Source: an optimization exercise on an open RTL-to-GDS flow (aim: small area, a short achievable clock period and few clock cycles). Production flows keep margins and buffers that such runs may drop.

==> inputs of trial 55 <==
// top
module top(
    input   logic           clk,
    input   logic           rst,
    output  logic [31:0]    imem_addr,
    input   logic [31:0]    imem_rdata,
    output  logic           dmem_req,
    output  logic [31:0]    dmem_addr,
    input   logic [31:0]    dmem_rdata,
    input   logic           dmem_ready,
    output  logic           dmem_we,
    output  logic [31:0]    dmem_waddr,
    output  logic [31:0]    dmem_wdata,
    output  logic [31:0]    a0
);
localparam logic [23:0] DREGION = 24'h000100;
logic        stallM;             
logic        stallD;             
logic        redirE;             
logic [31:0] tgtE;
logic        redirD;             
logic [31:0] tgtD;
logic [31:0] pcF;
wire  [31:0] pcSeq = stallD ? pcF : redirD ? tgtD : pcF + 32'd4;
always_ff @(posedge clk or posedge rst)
    if (rst)
        pcF <= '0;
    else if (!stallM)
        pcF <= redirE ? tgtE : pcSeq;
assign imem_addr = pcF;
logic        vD;
logic [31:0] instrD, pcD;
always_ff @(posedge clk or posedge rst)
    if (rst)
        vD <= 1'b0;
    else if (!stallM) begin
        if (redirE || redirD) vD <= 1'b0;
        else if (!stallD)     vD <= 1'b1;
    end
always_ff @(posedge clk)
    if (!stallM && !stallD) begin
        instrD <= imem_rdata;
        pcD    <= pcF;
    end
wire [4:0] opc = instrD[6:2];
wire [2:0] f3D = instrD[14:12];
wire [4:0] rs1 = instrD[19:15];
wire [4:0] rs2 = instrD[24:20];
wire [4:0] rdD = instrD[11:7];
wire isLoad   = opc == 5'b00000;
wire isStore  = opc == 5'b01000;
wire isOpImm  = opc == 5'b00100;
wire isOp     = opc == 5'b01100;
wire isLui    = opc == 5'b01101;
wire isAuipc  = opc == 5'b00101;
wire isJal    = opc == 5'b11011;
wire isJalr   = opc == 5'b11001;
wire isBranch = opc == 5'b11000;
wire usesRs1 = isLoad | isStore | isOpImm | isOp | isJalr | isBranch;
wire usesRs2 = isOp | isStore | isBranch;
wire wrD     = vD & (isLoad | isOpImm | isOp | isLui | isAuipc | isJal | isJalr) & (rdD != 5'd0);
wire [31:0] immI = {{20{instrD[31]}}, instrD[31:20]};
wire [31:0] immS = {{20{instrD[31]}}, instrD[31:25], instrD[11:7]};
wire [31:0] immB = {{20{instrD[31]}}, instrD[7], instrD[30:25], instrD[11:8], 1'b0};
wire [31:0] immU = {instrD[31:12], 12'b0};
  ...
==> flow/config.mk <==
export PLATFORM = sky130hd
export DESIGN_NAME = top
export DESIGN_NICKNAME = top
export VERILOG_FILES = /design/flow/design.v
export SDC_FILE = /design/flow/constraint.sdc
export NUM_CORES = 4
export LEC_CHECK = 0
export ABC_CLOCK_PERIOD_IN_PS = 3000
export CAP_MARGIN = 20
export CORE_MARGIN = 2
export CORE_UTILIZATION = 40
export PLACE_DENSITY = 0.6
export SETUP_SLACK_MARGIN = 5
export SLEW_MARGIN = 20
==> flow/constraint.sdc <==
create_clock -name core_clock -period 10.0 [get_ports {clk}]
set_input_delay 2.0000 -clock core_clock [delete_from_list [all_inputs] [get_ports {clk}]]
set_output_delay 2.0000 -clock core_clock [all_outputs]
set_load 0.01 [all_outputs]
run.sh (not shown) runs the stock make flow with config.mk's settings and CLKGATE_MAP_FILE= SYNTH_SCRIPT=/design/flow/synth_recipe.tcl, a recipe that flattens the netlist after the stock synthesis.
==> trial 16: changes against trial 55 <==
--- a/flow/design.v
+++ b/flow/design.v
@@ -34,12 +34,26 @@
     output  logic           dmem_we,
     output  logic [31:0]    dmem_waddr,
     output  logic [31:0]    dmem_wdata,
     output  logic [31:0]    a0
 );
 localparam logic [23:0] DREGION = 24'h000100;
+function automatic logic [32:0] add32(input logic [31:0] a, input logic [31:0] b, input logic ci);
+    logic [31:0] g, p, gg, pp;
+    g = a & b;
+    p = a ^ b;
+    gg = g;
+    pp = p;
+    gg[0] = g[0] | (p[0] & ci);
+    for (int d = 1; d < 32; d = d * 2)
+        for (int i = 31; i >= d; i--) begin
+            gg[i] = gg[i] | (pp[i] & gg[i - d]);
+            pp[i] = pp[i] & pp[i - d];
+        end
+    add32 = {gg[31], p ^ {gg[30:0], ci}};
+endfunction
 logic        stallM;             
 logic        stallD;             
 logic        redirE;             
 logic [31:0] tgtE;
 logic        redirD;             
 logic [31:0] tgtD;
@@ -85,13 +99,14 @@
 wire [31:0] immI = {{20{instrD[31]}}, instrD[31:20]};
 wire [31:0] immS = {{20{instrD[31]}}, instrD[31:25], instrD[11:7]};
 wire [31:0] immB = {{20{instrD[31]}}, instrD[7], instrD[30:25], instrD[11:8], 1'b0};
 wire [31:0] immU = {instrD[31:12], 12'b0};
 wire [31:0] immJ = {{12{instrD[31]}}, instrD[19:12], instrD[20], instrD[30:21], 1'b0};
 wire [31:0] tgtImm = isBranch ? immB : isJal ? immJ : immU;
-assign tgtD = pcD + tgtImm;
+wire [32:0] tgtSum = add32(pcD, tgtImm, 1'b0);
+assign tgtD = tgtSum[31:0];
 wire [31:0] pcD4 = pcD + 32'd4;
 wire predD = isJal | (isBranch & instrD[31]);
 logic        wrE, ldE, stE, brE, jrE, predE;
 logic [4:0]  rdE;
 logic        wrM, ldM, stM;
 logic [4:0]  rdM;
@@ -109,14 +124,14 @@
     .wa  (rdW),
     .wd  (resW),
     .rd1 (rf1),
     .rd2 (rf2),
     .a0  (a0)
 );
-wire [31:0] opBD  = usesRs2 ? rf2 : immI;
-wire [31:0] auxD  = isStore ? immS :
+wire [31:0] opBD  = (isOp | isBranch) ? rf2 : isStore ? immS : immI;
+wire [31:0] auxD  = isStore ? rf2 :
                     isLui   ? immU :
                     (isJal | isJalr | (isBranch & predD)) ? pcD4 :
                     tgtD;                
 wire aluOp  = isOp | isOpImm;
 wire selAdd = (aluOp & f3D == 3'b000) | isLoad | isStore;
 wire selSlt = aluOp & f3D == 3'b010;
@@ -124,22 +139,25 @@
 wire selXor = aluOp & f3D == 3'b100;
 wire selOr  = aluOp & f3D == 3'b110;
 wire selAnd = aluOp & f3D == 3'b111;
 wire selSll = aluOp & f3D == 3'b001;
 wire selSr  = aluOp & f3D == 3'b101;
 wire selAux = isLui | isAuipc | isJal | isJalr;
-wire subD   = isOp & f3D == 3'b000 & instrD[30];
+wire subD   = (isOp & f3D == 3'b000 & instrD[30]) | selSlt | selSltu | isBranch;
 wire sraD   = instrD[30];
 wire fAM = wrE & (rdE == rs1);
 wire fAW = !fAM & wrM & (rdM == rs1);
-wire fBM = usesRs2 & wrE & (rdE == rs2);
-wire fBW = usesRs2 & !fBM & wrM & (rdM == rs2);
+wire useB = isOp | isBranch;
+wire fBM = useB & wrE & (rdE == rs2);
+wire fBW = useB & !fBM & wrM & (rdM == rs2);
+wire fSM = isStore & wrE & (rdE == rs2);
+wire fSW = isStore & !fSM & wrM & (rdM == rs2);
 logic [31:0] opA, opB, aux;
 logic [2:0]  f3E;
 logic        sAdd, sSlt, sSltu, sXor, sOr, sAnd, sSll, sSr, sAux, subE, sraE;
-logic        eAM, eAW, eBM, eBW;
+logic        eAM, eAW, eBM, eBW, eSM, eSW;
 wire killE = !vD | stallD | redirE;
 always_ff @(posedge clk or posedge rst)
     if (rst) begin
         wrE <= 1'b0; ldE <= 1'b0; stE <= 1'b0; brE <= 1'b0; jrE <= 1'b0;
     end else if (!stallM) begin
         wrE <= wrD & !killE;
@@ -156,21 +174,23 @@
         opA   <= rf1;
         opB   <= opBD;
         aux   <= auxD;
         sAdd <= selAdd; sSlt <= selSlt; sSltu <= selSltu; sXor <= selXor;
         sOr  <= selOr;  sAnd <= selAnd; sSll  <= selSll;  sSr  <= selSr;
         sAux <= selAux; subE <= subD;   sraE  <= sraD;
-        eAM <= fAM; eAW <= fAW; eBM <= fBM; eBW <= fBW;
+        eAM <= fAM; eAW <= fAW; eBM <= fBM; eBW <= fBW; eSM <= fSM; eSW <= fSW;
     end
 wire [31:0] A  = eAM ? resM : eAW ? resW : opA;
 wire [31:0] Bf = eBM ? resM : eBW ? resW : opB;
-wire [31:0] B  = stE ? aux : Bf;
-wire [31:0] sum = A + (subE ? ~B : B) + {31'd0, subE};
-wire eq  = (A == Bf);
-wire ltu = A < Bf;
-wire lt  = (A[31] ^ Bf[31]) ? A[31] : ltu;
+wire [31:0] B  = Bf;
+wire [31:0] stdE = eSM ? resM : eSW ? resW : aux;    
+wire [32:0] sumc = add32(A, subE ? ~B : B, subE);
+wire [31:0] sum  = sumc[31:0];
+wire eq  = (A == B);
+wire ltu = !sumc[32];
+wire lt  = (A[31] ^ B[31]) ? A[31] : sum[31];
 logic taken;
 always_comb
     case (f3E)
         3'b000:  taken = eq;
         3'b001:  taken = !eq;
         3'b100:  taken = lt;
@@ -209,54 +229,53 @@
 wire [2:0] idxE = sum[4:2];
 wire       byp  = cwrite & (idxM == idxE);
 wire [31:0] lnDataE  = byp ? merged    : cdata[idxE];
 wire [2:0]  lnTagE   = byp ? resM[7:5] : ctag[idxE];
 wire        lnValidE = byp | cvalid[idxE];
 wire        lnDirtyE = byp ? wdirty    : cdirty[idxE];
-wire        hitTagE  = lnValidE & (lnTagE == sum[7:5]);
-wire        inRegE   = sum[31:8] == DREGION;
+wire        lnVDE    = lnValidE & lnDirtyE;
+wire        hitE     = lnValidE & (lnTagE == sum[7:5]);
 logic [31:0] stdM;
 logic [2:0]  f3M;
 logic [31:0] lnData;
 logic [2:0]  lnTag;
-logic        lnVD, hitTagM, inRegM;
+logic        lnVD, cacheHit;
 always_ff @(posedge clk or posedge rst)
     if (rst) begin
         wrM <= 1'b0; ldM <= 1'b0; stM <= 1'b0;
     end else if (!stallM) begin
         wrM <= wrE; ldM <= ldE; stM <= stE;
     end
 always_ff @(posedge clk)
     if (!stallM) begin
-        resM    <= resE;
-        stdM    <= Bf;
-        rdM     <= rdE;
-        f3M     <= f3E;
-        lnData  <= lnDataE;
-        lnTag   <= lnTagE;
-        lnVD    <= lnValidE & lnDirtyE;
-        hitTagM <= hitTagE;
-        inRegM  <= inRegE;
+        resM     <= resE;
+        stdM     <= stdE;
+        rdM      <= rdE;
+        f3M      <= f3E;
+        lnData   <= lnDataE;
+        lnTag    <= lnTagE;
+        lnVD     <= lnVDE;
+        cacheHit <= hitE;
     end
-logic        pbValid, pfPend, pfBusy;
+logic        reqR, weR, ownPF;
+logic [29:0] addrR;
+logic        pbValid, pfPend;
 logic [5:0]  pbAddr, pfAddr;
 logic [31:0] pbData;
-wire memop    = ldM | stM;
-wire cacheHit = hitTagM & inRegM;
-wire pbHit    = ldM & inRegM & pbValid & (pbAddr == resM[7:2]);
-wire isSW     = stM & (f3M[1:0] == 2'b10);
-wire noFetch  = isSW & inRegM & !cacheHit & !lnVD;    
-wire needMem  = memop & !cacheHit & !pbHit & !noFetch;
-wire pfOwn    = pfBusy | (pfPend & !memop);           
-wire pfJoin     = ldM & inRegM & pfBusy & (pfAddr == resM[7:2]);
-wire demGo    = needMem & !pfOwn;
-wire done     = !needMem | (demGo & dmem_ready) | (pfJoin & dmem_ready);
+wire memop   = ldM | stM;
+wire inRegM  = resM[31:8] == DREGION;
+wire pbHit   = ldM & pbValid & (pbAddr == resM[7:2]);
+wire noFetch = stM & (f3M[1:0] == 2'b10) & !cacheHit & !lnVD;
+wire needMem = memop & !cacheHit & !pbHit & !noFetch;
+wire demGo   = reqR & !ownPF;                           
+wire pfJoin  = ldM & reqR & ownPF & (addrR[5:0] == resM[7:2]);
+wire done    = !needMem | ((demGo | pfJoin) & dmem_ready);
 assign stallM     = memop & !done;
-assign dmem_req   = pfOwn | needMem;
-assign dmem_addr  = pfOwn ? {DREGION, pfAddr, 2'b00} : {resM[31:2], 2'b00};
-assign dmem_we    = demGo & inRegM & lnVD;
+assign dmem_req   = reqR;
+assign dmem_addr  = {addrR, 2'b00};
+assign dmem_we    = weR;
 assign dmem_waddr = {DREGION, lnTag, idxM, 2'b00};
 assign dmem_wdata = lnData;
 wire [31:0] word = cacheHit ? lnData : pbHit ? pbData : dmem_rdata;
 wire [1:0] bo = resM[1:0];
 always_comb begin
     merged = word;
@@ -278,32 +297,50 @@
     end
 always_ff @(posedge clk)
     if (cwrite) begin
         cdata[idxM] <= merged;
         ctag[idxM]  <= resM[7:5];
     end
-wire pfDone  = pfOwn & dmem_ready;
-wire trigger = ldM & inRegM & !stallM & !cacheHit & !(pfOwn & !dmem_ready);
-wire wbPb    = demGo & dmem_ready & dmem_we & ({lnTag, idxM} == pbAddr);
+wire       cont    = reqR & !dmem_ready;                
+wire       pfDone  = reqR & ownPF & dmem_ready;
+wire       wbPb    = demGo & dmem_ready & weR & ({lnTag, idxM} == pbAddr);
+wire       pbValidN = pfDone | (pbValid & !wbPb);
+wire [5:0] pbAddrN  = pfDone ? addrR[5:0] : pbAddr;
+wire       trigger = ldM & !stallM & !cacheHit;
+wire       pfPendN = trigger | pfPend;
+wire [5:0] pfAddrN = trigger ? resM[7:2] + 6'd1 : pfAddr;
+wire pbHitE   = ldE & pbValidN & (pbAddrN == sum[7:2]);
+wire noFetchE = stE & (f3E[1:0] == 2'b10) & !hitE & !lnVDE;
+wire needE    = (ldE | stE) & !hitE & !pbHitE & !noFetchE;
+wire nNeed    = stallM ? needMem : needE;
+wire [29:0] nAddr = stallM ? resM[31:2] : sum[31:2];
+wire nWe      = stallM ? lnVD : lnVDE;
+wire issuePF  = !cont & !nNeed & pfPendN;
 always_ff @(posedge clk or posedge rst)
     if (rst) begin
+        reqR    <= 1'b0;
+        weR     <= 1'b0;
+        ownPF   <= 1'b0;
         pbValid <= 1'b0;
         pfPend  <= 1'b0;
-        pfBusy  <= 1'b0;
     end else begin
-        pfBusy <= pfOwn & !dmem_ready;
-        if (trigger)    pfPend <= 1'b1;
-        else if (pfOwn) pfPend <= 1'b0;
-        if (pfDone)     pbValid <= 1'b1;
-        else if (wbPb)  pbValid <= 1'b0;
+        if (!cont) begin
+            reqR  <= nNeed | pfPendN;
+            weR   <= nNeed & nWe;
+            ownPF <= !nNeed;
+        end
+        pfPend  <= pfPendN & !issuePF;
+        pbValid <= pbValidN;
     end
 always_ff @(posedge clk) begin
-    if (trigger) pfAddr <= resM[7:2] + 6'd1;
+    if (!cont)
+        addrR <= nNeed ? nAddr : {DREGION, pfAddrN};
+    pfAddr <= pfAddrN;
     if (pfDone) begin
         pbData <= dmem_rdata;
-        pbAddr <= pfAddr;
+        pbAddr <= addrR[5:0];
     end
 end
 logic [31:0] ldv;
 always_comb begin
     logic [15:0] h;
     logic [7:0]  b;
ABC_CLOCK_PERIOD_IN_PS = not set   (was 3000)
==> impl_metrics.yaml <==
run_status:
  status: "complete, no violations"
synthesis:
  post_synth_num_cell_types: 94
drt:
  drt-total-wl_mm: 300
timing:
  headroom_to_the_max_slew_limit_pct: 22.7
setup_path:
  path_depth: 19
  ff2ff_setup_slack_ns: 4.99
That was trial 55.
==> impl_metrics.yaml <==
run_status:
  status: "complete, no violations"
synthesis:
  post_synth_num_cell_types: 92
setup_path:
  ff2ff_setup_slack_ns: 4.78
  path_depth: 21
timing:
  headroom_to_the_max_slew_limit_pct: 13.6
cts:
  numClockSinks: 1744
drt:
  drt-total-wl_mm: 317
finish:
  nonClockBufferCount: 542
That was trial 16.
No run of this note included a check of the RTL's function; only the layout flow was run.

==> re-timing with driven ports <==
Ports are ideal in the flow. The routed layouts listed here were re-timed in OpenROAD.
Step 1 (the two cells are an assumption about what drives the block):
set clk [get_ports {clk}]
set_driving_cell -lib_cell sky130_fd_sc_hd__clkbuf_16 $clk
set_driving_cell -lib_cell sky130_fd_sc_hd__buf_2 [delete_from_list [all_inputs] $clk]
Step 2 moves the port delays by t, midway between the first and last clock arrival at a register: inputs arrive t later, outputs are due t later. That takes back most of the time a late clock gives input paths.
a / b / c = no drivers / after step 1 / after step 2; a / b = the first two.
run	shift t [ns]	setup WS [ns]	hold WS [ns]	worst setup path after step 2
trial 55	0.932	4.989 / 4.985 / 4.812	0.462 / 0.462 / 0.462	input to register
trial 16	0.909	4.781 / 4.781 / 4.138	0.469 / 0.469 / 0.469	input to register
After both steps setup and hold are still met in every run listed. For trial 16, which loses most, drivers alone change the setup slack by 0.000 ns; drivers and shift together by -0.643 ns.
